What follows belongs to an exercise in optimizing a design on an open flow for small area and a short achievable clock period; a production flow would make more cautious choices. RTL that was checked went through simulation tests only; none was proved equivalent to the original. The flow treats the clock pin as an ideal source, which a real chip does not have. Power is estimated from default activity; no workload was simulated.

== red ==
==> module IOTDF, before the edit <==
module IOTDF( clk, rst, in_en, iot_in, fn_sel, busy, valid, iot_out);
input        clk;
input        rst;
input        in_en;
input  [7:0] iot_in;
input  [2:0] fn_sel;
output     busy;
output reg valid;
output reg [127:0] iot_out;
parameter GRAY2BIN = 3'b001;
parameter FIR      = 3'b010;
assign busy = 1'b0;
reg [9:0] counter;
reg       e2;
reg       f0, f1;
reg [7:0] r1, r2;
reg       par;
reg [11:0] part;
reg [127:0] fir_n;
wire       wrap = (counter[9:6] == 4'b1111);          
wire [3:0] lo   = counter[3:0];                       
wire       e1   = (lo == 4'd0) && (counter[9:4] != 6'd0);
always @(posedge clk or posedge rst) begin
    if (rst) begin
        counter <= 10'd0;
        f0      <= 1'b1;
        f1      <= 1'b0;
        e2      <= 1'b0;
        valid   <= 1'b0;
    end else if (in_en) begin
        counter <= wrap ? 10'd0 : counter + 10'd1;
        f0      <= wrap || (lo == 4'd15);
        f1      <= !wrap && (lo == 4'd0);
        e2      <= e1;
        valid   <= ((fn_sel == GRAY2BIN) && e1) || ((fn_sel == FIR) && e2);
    end
end
function [7:0] g2b;
    input [7:0] g;
    input       p;
    integer i;
    begin
        g2b[7] = p ^ g[7];
        for (i = 6; i >= 0; i = i - 1)
            g2b[i] = g2b[i+1] ^ g[i];
    end
endfunction
wire [7:0]  pc       = f1 ? 8'd0 : r2;
wire [11:0] part_nxt = f0 ? 12'd8 :
                       ({1'b0, r1, 3'b000} + {4'b0, r1} + {3'b0, pc, 1'b0} + 12'd8);
wire [11:0] fsum     = {2'b0, r1, 2'b00} + {4'b0, r1} + part;
wire [7:0]  fir_nxt  = fsum[11:4];
always @(posedge clk) begin
    if (in_en) begin
        r1    <= iot_in;
        r2    <= r1;
        par   <= (f1 ? 1'b0 : par) ^ (^r1);
        part  <= part_nxt;
        fir_n <= {fir_n[119:0], ~fir_nxt};
    end
end
wire [7:0] conv_r1 = g2b(r1, par);
wire [7:0] conv_r2 = g2b(r2, 1'b0);
genvar k;
generate
    for (k = 0; k < 16; k = k + 1) begin : lane
        wire       w  = (k == 0)  ? (lo == 4'd2) :
                        (k == 15) ? e1 :
                                    (lo == k + 1);
        wire [7:0] cv = (k == 0) ? conv_r2 : conv_r1;
        always @(posedge clk) begin
            if (in_en && (e2 || w))
                iot_out[127-8*k -: 8] <= e2 ? ~fir_n[127-8*k -: 8] : cv;
        end
    end
endgenerate
endmodule
==> flow/config.mk <==
export PLATFORM = sky130hd
export DESIGN_NAME = IOTDF
export DESIGN_NICKNAME = IOTDF
export VERILOG_FILES = /design/flow/design.v
export SDC_FILE = /design/flow/constraint.sdc
export NUM_CORES = 4
export LEC_CHECK = 0
export CAP_MARGIN = 20
export CORE_MARGIN = 2
export CORE_UTILIZATION = 65
export CTS_BUF_LIST = sky130_fd_sc_hd__clkbuf_8 sky130_fd_sc_hd__clkbuf_16
export CTS_CLUSTER_DIAMETER = 100
export CTS_CLUSTER_SIZE = 30
export PLACE_DENSITY = 0.75
export SLEW_MARGIN = 20
==> flow/constraint.sdc <==
create_clock -name core_clock -period 10.0 [get_ports {clk}]
set_input_delay 2.0000 -clock core_clock [delete_from_list [all_inputs] [get_ports {clk}]]
set_output_delay 2.0000 -clock core_clock [all_outputs]
set_load 0.01 [all_outputs]
standard.sh (not shown) runs the stock make flow with config.mk's settings and CLKGATE_MAP_FILE= SYNTH_SCRIPT=/design/flow/synth_recipe.tcl, a recipe that flattens the netlist after the stock synthesis.
==> flow/flow/run.sh <==
#!/bin/bash
set -euo pipefail
MARGIN=$(cat flow/margin.txt)
bash standard.sh SETUP_SLACK_MARGIN=$MARGIN \
  "BUFFER_PORTS_ARGS=-buffer_cell sky130_fd_sc_hd__buf_1" \
  POST_CTS_TCL=$PWD/flow/post_cts.tcl finish > standard.log 2>&1
==> flow/flow/margin.txt <==
7.0
==> flow/flow/post_cts.tcl <==
set block [ord::get_db_block]
set root [$block findInst clkbuf_0_clk]
if {$root ne "NULL"} {
  set in_net  [[$root findITerm A] getNet]
  set out_net [[$root findITerm X] getNet]
  set loads {}
  foreach it [$out_net getITerms] {
    if {[$it getInst] ne $root} { lappend loads $it }
  }
  set nload [expr {[llength $loads] + [llength [$in_net getITerms]] - 1}]
  if {$nload <= 4} {
    foreach it $loads {
      $it disconnect
      $it connect $in_net
    }
    odb::dbInst_destroy $root
    odb::dbNet_destroy $out_net
    puts "post_cts: removed clkbuf_0_clk, clock port now drives $nload cell pins"
  } else {
    puts "post_cts: kept clkbuf_0_clk, port would drive $nload cell pins"
  }
}
The inputs of blue differ from those of red as listed below.
==> flow/design.v <==
`timescale 1ns/10ps
module IOTDF( clk, rst, in_en, iot_in, fn_sel, busy, valid, iot_out);
input        clk;
input        rst;
input        in_en;
input  [7:0] iot_in;
input  [2:0] fn_sel;
output     busy;
output reg valid;
output reg [127:0] iot_out;
parameter GRAY2BIN = 3'b001;
parameter FIR      = 3'b010;
assign busy = 1'b0;
reg [9:0] counter;
reg       e2;
reg       f1, f2;
reg [7:0] r1, r2, r3;
reg       par;
reg [127:0] fir_n;
wire       wrap = (counter[9:6] == 4'b1111);          
wire [3:0] lo   = counter[3:0];                       
wire       e1   = (lo == 4'd0) && (counter[9:4] != 6'd0);
always @(posedge clk or posedge rst) begin
    if (rst) begin
        counter <= 10'd0;
        f1      <= 1'b0;
        f2      <= 1'b0;
        e2      <= 1'b0;
        valid   <= 1'b0;
    end else if (in_en) begin
        counter <= wrap ? 10'd0 : counter + 10'd1;
        f1      <= !wrap && (lo == 4'd0);
        f2      <= f1;
        e2      <= e1;
        valid   <= ((fn_sel == GRAY2BIN) && e1) || ((fn_sel == FIR) && e2);
    end
end
function [7:0] g2b;
    input [7:0] g;
    input       p;
    integer i;
    begin
        g2b[7] = p ^ g[7];
        for (i = 6; i >= 0; i = i - 1)
            g2b[i] = g2b[i+1] ^ g[i];
    end
endfunction
wire [7:0]  fb       = f1 ? 8'd0 : r2;
wire [7:0]  fc       = (f1 || f2) ? 8'd0 : r3;
wire [11:0] fsum     = {2'b0, r1, 2'b00} + {4'b0, r1} + {1'b0, fb, 3'b000} + {4'b0, fb}
                     + {3'b0, fc, 1'b0} + 12'd8;
wire [7:0]  fir_nxt  = fsum[11:4];
always @(posedge clk) begin
    if (in_en) begin
        r1    <= iot_in;
        r2    <= r1;
        r3    <= r2;
        par   <= (f1 ? 1'b0 : par) ^ (^r1);
        fir_n <= {fir_n[119:0], ~fir_nxt};
    end
end
wire [7:0] conv_r1 = g2b(r1, par);
wire [7:0] conv_r2 = g2b(r2, 1'b0);
genvar k;
generate
    for (k = 0; k < 16; k = k + 1) begin : lane
        wire       w  = (k == 0)  ? (lo == 4'd2) :
                        (k == 15) ? e1 :
                                    (lo == k + 1);
        wire [7:0] cv = (k == 0) ? conv_r2 : conv_r1;
        wire [7:0] fv = (k == 0) ? {1'b0, ~fir_n[126:120]} : ~fir_n[127-8*k -: 8];
        always @(posedge clk) begin
            if (in_en && (e2 || w))
                iot_out[127-8*k -: 8] <= e2 ? fv : cv;
        end
    end
endgenerate
endmodule
- Comparing red and blue, the lower net switching fraction of the power was measured on red.
- The internal portion of total power reported for blue is greater than that of red by about 5%.
- Number of placed instances with taps included in blue is 0.47% below red.
- Relative to red, the sequential power measured on blue has decreased by a few percent.
- blue vs red: sequential share of layout area down in blue
- [blue vs red] overall fraction of global-route tracks in use: higher in blue
- Taking red as the reference, in blue final critical-path setup slack lower; synthesized cell count shrank by 6.
- red -> blue: DRC violations left delta 0, exact match
- Between red and blue, the y dimension of the die figures differ only marginally.
- blue against red: final routed wirelength across all metal layers increased 1300 um, fraction of the cycle the final worst path needs grew by 7.9 points, met1 layer wirelength in the final routing up 52 um, worst hold slack shows an increase of 0.0036 ns.
The RTL of blue was laid out without a check of its function.


== job 2906 ==
IOTDF, a different RTL version from the one above (not shown whole).
Size: ~300 flip-flops, roughly 140 I/O pins, roughly 12,000 um^2 of cells after synthesis.
==> module IOTDF, before the edit <==
module IOTDF( clk, rst, in_en, iot_in, fn_sel, busy, valid, iot_out);
input        clk;
input        rst;
input        in_en;
input  [7:0] iot_in;
input  [2:0] fn_sel;
output     busy;
output reg valid;
output reg [127:0] iot_out;
parameter GRAY2BIN = 3'b001;
parameter FIR      = 3'b010;
assign busy = 1'b0;
reg [9:0] counter;
reg       e2;
reg       f0, f1;
reg [7:0] r1, r2;
reg       par;
reg [11:0] part;
reg [127:0] fir_q;
wire       wrap = (counter[9:6] == 4'b1111);          
wire [3:0] lo   = counter[3:0];                       
wire       e1   = (lo == 4'd0) && (counter[9:4] != 6'd0);
always @(posedge clk or posedge rst) begin
    if (rst) begin
        counter <= 10'd0;
        f0      <= 1'b1;
        f1      <= 1'b0;
        e2      <= 1'b0;
        valid   <= 1'b0;
    end else if (in_en) begin
        counter <= wrap ? 10'd0 : counter + 10'd1;
        f0      <= wrap || (lo == 4'd15);
        f1      <= !wrap && (lo == 4'd0);
        e2      <= e1;
        valid   <= ((fn_sel == GRAY2BIN) && e1) || ((fn_sel == FIR) && e2);
    end
end
function [7:0] g2b;
    input [7:0] g;
    input       p;
    integer i;
    begin
        g2b[7] = p ^ g[7];
        for (i = 6; i >= 0; i = i - 1)
            g2b[i] = g2b[i+1] ^ g[i];
    end
endfunction
wire [7:0]  pc       = f1 ? 8'd0 : r2;
wire [11:0] part_nxt = f0 ? 12'd8 :
                       ({1'b0, r1, 3'b000} + {4'b0, r1} + {3'b0, pc, 1'b0} + 12'd8);
wire [11:0] fsum     = {2'b0, r1, 2'b00} + {4'b0, r1} + part;
wire [7:0]  fir_nxt  = fsum[11:4];
always @(posedge clk) begin
    if (in_en) begin
        r1    <= iot_in;
        r2    <= r1;
        par   <= (f1 ? 1'b0 : par) ^ (^r1);
        part  <= part_nxt;
        fir_q <= {fir_q[119:0], fir_nxt};
    end
end
wire [7:0] conv_r1 = g2b(r1, par);
wire [7:0] conv_r2 = g2b(r2, 1'b0);
genvar k;
generate
    for (k = 0; k < 16; k = k + 1) begin : lane
        wire       w  = (k == 0)  ? (lo == 4'd2) :
                        (k == 15) ? e1 :
                                    (lo == k + 1);
        wire [7:0] cv = (k == 0) ? conv_r2 : conv_r1;
        always @(posedge clk) begin
            if (in_en && (e2 || w))
                iot_out[127-8*k -: 8] <= e2 ? fir_q[127-8*k -: 8] : cv;
        end
    end
endgenerate
endmodule
export LEC_CHECK = 0
export CAP_MARGIN = 20
export CORE_MARGIN = 2
export CORE_UTILIZATION = 40
export CTS_BUF_LIST = sky130_fd_sc_hd__clkbuf_8 sky130_fd_sc_hd__clkbuf_16
export CTS_CLUSTER_DIAMETER = 100
export CTS_CLUSTER_SIZE = 30
export PLACE_DENSITY = 0.6
export SLEW_MARGIN = 20
create_clock -name core_clock -period 10.0 [get_ports {clk}]
==> flow/flow/run.sh <==
#!/bin/bash
set -euo pipefail
MARGIN=$(cat flow/margin.txt)
bash standard.sh SETUP_SLACK_MARGIN=$MARGIN \
  "BUFFER_PORTS_ARGS=-buffer_cell sky130_fd_sc_hd__buf_2" finish > standard.log 2>&1
Scripts as last shown in full above: flow/flow/margin.txt
## Diff of input files: job 6939 against job 2906
--- a/flow/design.v
+++ b/flow/design.v
@@ -66,13 +66,13 @@
 generate
     for (k = 0; k < 16; k = k + 1) begin : lane
         wire       w  = (k == 0)  ? (lo == 4'd2) :
                         (k == 15) ? e1 :
                                     (lo == k + 1);
         wire [7:0] cv = (k == 0) ? conv_r2 : conv_r1;
-        always @(posedge clk) begin
-            if (in_en && (e2 || w))
-                iot_out[127-8*k -: 8] <= e2 ? fir_q[127-8*k -: 8] : cv;
-        end
+        wire       ld = in_en && (e2 || w);
+        wire [7:0] nv = e2 ? fir_q[127-8*k -: 8] : cv;
+        always @(posedge clk)
+            iot_out[127-8*k -: 8] <= (nv & {8{ld}}) | (iot_out[127-8*k -: 8] & {8{~ld}});
     end
 endgenerate
 endmodule
Notes after the runs:
- Changes observed in job 6939 relative to job 2906: detail-routed net length per standard cell down 1.3%; wire length of the first global-routing pass has remained practically unchanged; worst hold slack -13 ps.
- Job 6939 reports a higher net switching fraction of the power than job 2906 does.
- Against job 2906, count of non-CTS buffers in the layout in job 6939 rose by a few percent.
- Final critical delay including setup and external delays for job 6939 is lower than for job 2906.
- Between job 6939 and job 2906, it is job 6939 whose slack of the critical path is higher, by 8.6 ps.
- Changes observed in job 6939 relative to job 2906: maximum VDD drop decreased 9.9%; number of instances in the synthesized netlist increased 0.92%; clock latency at the later pin of the worst-skew pair essentially unchanged; power essentially unchanged.
Function not checked in job 6939: the RTL went through the layout flow alone.

==> static timing again, ports no longer ideal <==
No port has a modelled driver above. Below, the same layouts with a new extraction and two added sets of constraints. Step 1 sets driving cells, clkbuf_16 on the clock port and buf_2 on the other inputs (assumed; they add their load-dependent delay and slew). Step 2 moves the port delays by t, midway between the first and last clock arrival at a register: inputs arrive t later, outputs are due t later. That takes back most of the time a late clock gives input paths. a / b / c = no drivers / after step 1 / after step 2; a / b = the first two.
run	t, ns	setup slack, ns	clock arrival spread, ns	worst register clock-pin slew, ns
red	0.417	7.043 / 6.985 / 6.695	0.024 / 0.024	0.12 / 0.12
blue	0.400	6.248 / 6.248 / 6.248	0.017 / 0.016	0.12 / 0.12
job 2906	0.540	6.837 / 6.791 / 6.505	0.021 / 0.021	0.12 / 0.12
job 6939	0.540	6.846 / 6.798 / 6.598	0.035 / 0.035	0.12 / 0.12
After both steps setup and hold are still met in every run listed. For red, which loses most, drivers alone change the setup slack by -0.058 ns; drivers and shift together by -0.348 ns.
